This design comes from an exercise in tuning for small area, a short achievable clock period and few clock cycles on the open sky130 flow, not from production work.
Only simulation tests tie the RTL to the original design; equivalence was not proved.
No activity file was given, so power comes from the tool's default toggle rates.

`flow/config.mk`:
```
export PLATFORM = sky130hd
export DESIGN_NAME = huffman
export DESIGN_NICKNAME = huffman
export VERILOG_FILES = /design/flow/design.v
export SDC_FILE = /design/flow/constraint.sdc
export NUM_CORES = 4
export LEC_CHECK = 0
export CAP_MARGIN = 20
export CORE_MARGIN = 2
export CORE_UTILIZATION = 40
export PLACE_DENSITY = 0.6
export SLEW_MARGIN = 20
```
`flow/constraint.sdc`:
```
create_clock -name core_clock -period 4.5 [get_ports {clk}]
set_input_delay 0.9000 -clock core_clock [delete_from_list [all_inputs] [get_ports {clk}]]
set_output_delay 0.9000 -clock core_clock [all_outputs]
set_load 0.01 [all_outputs]
```
`flow/design.v`:
```
module huffman(clk, reset, gray_valid, CNT_valid,  gray_data, CNT1, CNT2, CNT3, CNT4, CNT5, CNT6,
    code_valid, HC1, HC2, HC3, HC4, HC5, HC6, M1, M2, M3, M4, M5, M6);
input clk;
input reset;
input gray_valid;
input [7:0] gray_data;
output reg CNT_valid;
output [7:0] CNT1, CNT2, CNT3, CNT4, CNT5, CNT6;
output reg code_valid;
output [7:0] HC1, HC2, HC3, HC4, HC5, HC6;
output [7:0] M1, M2, M3, M4, M5, M6;
reg [6:0] W1, W2, W3, W4, W5;
reg [6:0] V;
reg [6:0] amount;    
reg [2:0] ptr [0:5];
reg [4:0] hc [0:5];
reg [4:0] m [0:5];
assign CNT1 = {1'b0, W5};
assign CNT2 = {1'b0, V};
assign CNT3 = {1'b0, W1};
assign CNT4 = {1'b0, W2};
assign CNT5 = {1'b0, W3};
assign CNT6 = {1'b0, W4};
assign HC1 = {3'b0, hc[0]};
assign HC2 = {3'b0, hc[1]};
assign HC3 = {3'b0, hc[2]};
assign HC4 = {3'b0, hc[3]};
assign HC5 = {3'b0, hc[4]};
assign HC6 = {3'b0, hc[5]};
assign M1 = {3'b0, m[0]};
assign M2 = {3'b0, m[1]};
assign M3 = {3'b0, m[2]};
assign M4 = {3'b0, m[3]};
assign M5 = {3'b0, m[4]};
assign M6 = {3'b0, m[5]};
wire counting = (amount < 7'd100);
wire sorting  = (amount >= 7'd100) && (amount <= 7'd104);
wire merging  = (amount >= 7'd105) && (amount <= 7'd109);
wire last_sort = (amount == 7'd104);
wire last_merge = (amount == 7'd109);
wire [5:1] U = {1'b0,
                amount == 7'd100,
                amount <= 7'd101,
                amount <= 7'd102,
                amount <= 7'd103};
wire [6:0] D = 7'd127;    
wire lt1 = W1 < V;
wire lt2 = W2 < V;
wire lt3 = W3 < V;
wire lt4 = W4 < V;
wire lt5 = W5 < V;
wire [6:1] T;
assign T[1] = merging ? lt2 : (lt1 | U[1]);
assign T[2] = merging ? lt3 : (lt2 | U[2]);
assign T[3] = merging ? lt4 : (lt3 | U[3]);
assign T[4] = merging ? lt5 : (lt4 | U[4]);
assign T[5] = merging ? 1'b0 : lt5;
assign T[6] = 1'b0;
wire [2:0] p = T[1] + T[2] + T[3] + T[4] + T[5];
wire [6:0] Wa1 = merging ? W3 : W2;
wire [6:0] Wa2 = merging ? W4 : W3;
wire [6:0] Wa3 = merging ? W5 : W4;
wire [6:0] Wa4 = merging ? D  : W5;
wire [6:0] Wa5 = D;
wire [6:0] Wb1 = merging ? W2 : W1;
wire [6:0] Wb2 = merging ? W3 : W2;
wire [6:0] Wb3 = merging ? W4 : W3;
wire [6:0] Wb4 = merging ? W5 : W4;
wire [6:0] Wb5 = merging ? D  : W5;
wire step = sorting | merging;
function [6:0] pick;
    input up, here;
    input [6:0] a, v, b;
    pick = up ? a : here ? v : b;
endfunction
wire [2:0] sym = gray_data[2:0];
wire take = counting & gray_valid;
wire [6:0] s1 = W2 + (merging ? W3 : W1);
wire [6:0] s2 = V + (merging ? W2 : W1);
wire sel1 = T[2];
always @(posedge clk) begin
    if (reset) begin
        amount <= 7'd0;
        CNT_valid <= 1'b0;
        code_valid <= 1'b0;
        V <= 7'd0;
        W1 <= 7'd0; W2 <= 7'd0; W3 <= 7'd0; W4 <= 7'd0; W5 <= 7'd0;
    end else begin
        CNT_valid <= take && amount == 7'd99;
        code_valid <= last_merge;
        if (take || (!counting && amount != 7'd110))
            amount <= amount + 7'd1;
        if (take) begin
            if (sym == 3'd1) W5 <= W5 + 7'd1;
            if (sym == 3'd2) V  <= V  + 7'd1;
            if (sym == 3'd3) W1 <= W1 + 7'd1;
            if (sym == 3'd4) W2 <= W2 + 7'd1;
            if (sym == 3'd5) W3 <= W3 + 7'd1;
            if (sym == 3'd6) W4 <= W4 + 7'd1;
        end
        if (step) begin
            W1 <= pick(T[2], T[1],          Wa1, V, Wb1);
            W2 <= pick(T[3], T[2] & !T[3],  Wa2, V, Wb2);
            W3 <= pick(T[4], T[3] & !T[4],  Wa3, V, Wb3);
            W4 <= pick(T[5], T[4] & !T[5],  Wa4, V, Wb4);
            W5 <= pick(1'b0, T[5],          Wa5, V, Wb5);
            if (sorting && !last_sort) V <= W1;
            else V <= sel1 ? s1 : s2;
        end
    end
end
integer s;
reg [2:0] j;
always @(posedge clk) begin
    if (reset) begin
        ptr[0] <= 3'd5;
        ptr[1] <= 3'd0;
        ptr[2] <= 3'd1;
        ptr[3] <= 3'd2;
        ptr[4] <= 3'd3;
        ptr[5] <= 3'd4;
    end else if (step) begin
        for (s = 0; s < 6; s = s + 1) begin
            j = ptr[s];
            if (sorting) begin
                if (j == 3'd0) ptr[s] <= p;
                else ptr[s] <= j - {2'b0, T[j]};
            end else begin
                if (j <= 3'd1) ptr[s] <= p;
                else ptr[s] <= j - 3'd1 - {2'b0, T[j-3'd1]};
            end
        end
    end
end
always @(posedge clk) begin
    if (reset) begin
        for (s = 0; s < 6; s = s + 1) begin
            hc[s] <= 5'd0;
            m[s] <= 5'd0;
        end
    end else if (merging) begin
        for (s = 0; s < 6; s = s + 1) begin
            if (ptr[s] <= 3'd1) begin
                m[s] <= {m[s][3:0], 1'b1};
                hc[s] <= hc[s] | (({m[s][3:0], 1'b1} & ~m[s]) & {5{ptr[s] == 3'd0}});
            end
        end
    end
end
endmodule
```
`flow/run.sh`:
```
#!/bin/bash
# synth_recipe.tcl (not shown) runs the flow's synth.tcl, then flattens the netlist and writes it again
# the make line also repeats each setting of config.mk as NAME=value (left out here)
make -C /OpenROAD-flow-scripts/flow DESIGN_CONFIG=/design/flow/config.mk WORK_HOME=/design/flow/orfs CLKGATE_MAP_FILE= SYNTH_SCRIPT=/design/flow/synth_recipe.tcl finish
```
==> notes.md <==
==> worst max-delay path, stage by stage (launching register included) <==
cell      delay, ns
dfxtp_1        0.33
inv_1          0.17
ha_1           0.36
nand2_1        0.04
o21ai_0        0.36
a41oi_1        0.22
or2_2          0.38
o21a_2         0.29
inv_2          0.08
buf_4          0.25
nor2_1         0.06
a21oi_1        0.11
o21ai_0        0.09
a21boi_0       0.14
ha_1           0.21
ha_1           0.18
xnor2_1        0.15
nor2_1         0.05
a211oi_1       0.30
nor3_1         0.08
a21oi_1        0.12
nor2_1         0.05
==> per-stage QoR <==
step | std cells | hold WS [ns]
2_1_floorplan | 1398 | 0.446
3_3_place_gp | 1769 | 0.447
3_5_place_dp | 1769 | 0.457
4_1_cts | 1801 | 0.480
5_1_grt | 1801 | 0.506
6_report | 1801 | 0.473
==> final timing paths <==
kind,from,endpoint,slack (ns),cells past startpoint
max,V[2],ptr[4][2],0.32,21
min reg2reg,ptr[0][1],ptr[0][1],0.47,2
max reg2reg,V[2],ptr[4][2],0.32,21
min,ptr[0][1],ptr[0][1],0.47,2
==> layer usage <==
layer / part of all wire / global-route usage
met5: 0 / 0
met4: 0.028 / 0.0829
met3: 0.079 / 0.0533
met2: 0.43 / 0.365
met1: 0.46 / 0.333
==> cells in the mapped netlist (3+ instances only) <==
| cell type | instances |
|---|---|
| buf_1 | 5 |
| buf_2 | 22 |
| a21oi_1 | 135 |
| a31oi_1 | 51 |
| a21o_1 | 16 |
| mux2i_1 | 23 |
| inv_1 | 68 |
| o211ai_1 | 16 |
| nor2b_1 | 13 |
| mux2_2 | 10 |
| o32a_1 | 6 |
| nand4_1 | 8 |
| nor4_1 | 5 |
| buf_4 | 44 |
| nor2_1 | 174 |
| a41oi_1 | 3 |
| fa_1 | 4 |
| ha_1 | 98 |
| a211o_1 | 13 |
| o22ai_1 | 8 |
| nor3_1 | 33 |
| a211oi_1 | 39 |
| or3_1 | 4 |
| o31ai_1 | 4 |
| and3_1 | 16 |
| nand3_1 | 33 |
| clkbuf_1 | 48 |
| a21boi_0 | 4 |
| or2_2 | 7 |
| nand2_1 | 128 |
| o21bai_1 | 5 |
| dfxtp_1 | 129 |
| xnor2_1 | 26 |
| o21ai_0 | 54 |
| nand2b_1 | 9 |
| a22oi_1 | 6 |
| a221oi_1 | 13 |
| a311oi_1 | 4 |
| xor2_1 | 29 |
==> kinds of logic after synthesis <==
logic type / after synthesis / share of synthesized area
AOI/OAI and AO/OA: 398 / 0.249
xor gates and xnor gates: 55 / 0.0472
adders and majority gates: 102 / 0.128
buffers and inverters: 191 / 0.0906
DFF: 129 / 0.253
muxes: 33 / 0.0336
other: 1 / 0.000367
and+or+nand+nor: 448 / 0.198
==> layout make-up <==
| type | instances | share of cell area |
|---|---|---|
| Timing Repair Buffer | 162 | 0.122 |
| Inverter | 70 | 0.0215 |
| Clock buffer | 17 | 0.0349 |
| Tap cell | 330 | 0.0338 |
| Clock inverter | 15 | 0.0130 |
| Multi-Input combinational cell | 1078 | 0.563 |
| Sequential cell | 129 | 0.212 |
==> report_power, final <==
group	switching, mW	internal [mW]
clock	0.633	0.789
combinational	0.189	0.0995
sequential	0.0131	1.15
==> flip-flops by register name (all words and copies together) (netlist names) <==
register    count
V               7
W3              7
code_valid      1
ptr            18
W4              7
hc             30
amount          7
m              30
CNT_valid       1
W2              7
W1              7
W5              7
==> key figures <==
CTS
  – CTS buffer count: 17
  – Hold buffers post-CTS: 0
  – CTS Sinks: around 130
  – Clock transition at path regs: roughly 0.070 ns
  – Clock Latency Late Sink: approximately 0.42 ns
  – CTS H-tree lvls: 4
  – Postcts setup bufs: 0
  – CTS Buffer Depth: 2
  – CTS tree: built
  – Root Buffer Master: clkbuf_16
  – Cts repair resizes: 0

Status
  – Run status: complete, no violations

Drt
  – DRT Pass-1 Iters: 5
  – Routed length per instance: around 18 um
  – DRC Markers: 0
  – DRT iter0 DRCs: around 800
  – Total wire length: roughly 32000 um
  – Vias/cell: between 5 and 6
  – Routed via count: just over 10000
  – Routed Antenna Nets: 0

Synth
  – Cell area after synthesis: just over 10000 sq um
  – Leading area contributor after synthesis: dfxtp_1
  – Post-synth cell types: a little over 70
  – EDFF count, synth: 0
  – Syn. warnings: 4
  – Yosys reg bits: 129
  – Ys async rst share: 0
  – Syn avg cell area: between 7 and 8 sq um
  – Mapped Cells: 1357
  – Area contributors post-synth: dfxtp_1, ha_1, a21oi_1, nor2_1, nand2_1
  – Ys flop type: dfxtp_1
  – Synth top area share: 0.253
  – Seq/Total Area, Yosys: 0.253

Timing
  – Setup ws final: 0.319 ns
  – Slew margin rel.: 0.456
  – Final hold violations: 0
  – Final setup fails: 0
  – Min Tclk post-route: between 4 and 5 ns
  – Final period util: 0.929
  – Setup TNS: 0 ns
  – Max Slew Vio Count: 0
  – Fmax: 239 MHz
  – Unrepaired setup endpoints after global routing: no
  – Worst Tran Pin Value: between 0.8 and 0.9 ns
  – Max Clock Skew: between 0.008 and 0.009 ns

Setup path
  – CP Data Arrival Time: 4.46 ns
  – Critical Path Sink Type: flip-flop
  – Startpoint Class: flip-flop
  – Worst path required time: between 4 and 5 ns
  – Critical path type: flip-flop to flip-flop
  – Crit-path max FO: 17

Global route
  – Global-route wire length before repair: between 50000 and 60000 um
  – All-layer global routing usage: 0.240
  – Vias in the first global route: 9277
  – GRT overflow: 0
  – Largest net degree at the start of global routing: 76
  – Initial antenna violation count: 0

Die
  – Die height: between 150 and 200 um
  – Core Area: roughly 25000 sq um
  – DIE WIDTH: about 160 um
  – Row count: 58
  – Initial core utilization: 0.406
  – Die area: 26800 sq um
  – I/O pins: between 150 and 200

Final layout
  – Final net count: 1571
  – Area grow syn2layout: 19.6%
  – Final Util: 0.486
  – Commonest non-fill, non-tap cell in the layout: nor2_1
  – Area of the multi-input gates: ~6900 sq um
  – Fill count: between 2000 and 3000
  – Share of layout cells above drive strength 1: 0.0809
  – Final Cell Area: 12200 sq um
  – Register area: about 2600 sq um
  – Leading cell types in the layout, fill and taps excluded: nor2_1, a21oi_1, dfxtp_1
  – Antenna diode count: 0

Pwr
  – Peak supply drop: ~0.23 mV
  – Pleak: ~5.0 nW
  – PD cells: 235 nW/um^2
  – Total power: 2.87 mW

Flow run
  – Maxcap violations: 0

Placement
  – GP Congestion: 0.879
  – Dpl hpwl: 22400 um
  – Placed cell area: approximately 12000 sq um
  – Pre-CTS WS: between 0.4 and 0.5 ns
  – IO Port Bufs: roughly 110

Worst hold path
  – HP Class: flip-flop to flip-flop
Testbench counts, summed over its fixed seeds: cycles 35,520.

==> what the ideal ports hide <==
The results above use ideal ports. As a check the final layout listed here was re-extracted and re-timed, cells and wires unchanged.
Step 1: set_driving_cell puts a clkbuf_16 on clk and a buf_2 on each other input, an assumption about the parent block.
Step 2 times the ports against the registers' clock, not the clock port: input delays grow and output delays shrink by t, the midpoint of the rising clock arrivals with the driver on.
a / b / c = ideal / step 1 / step 2; a / b = the first two.
t (ns): 0.469
setup slack, ns: 0.319 / 0.319 / 0.319
worst setup path at the end: register to register
slew at the worst register clock pin (ns): 0.07 / 0.07
worst slew at a driven data input, ns: 0.04
After both steps setup and hold are still met in this run. For this run, drivers alone change the setup slack by 0.000 ns; drivers and shift together by 0.000 ns.
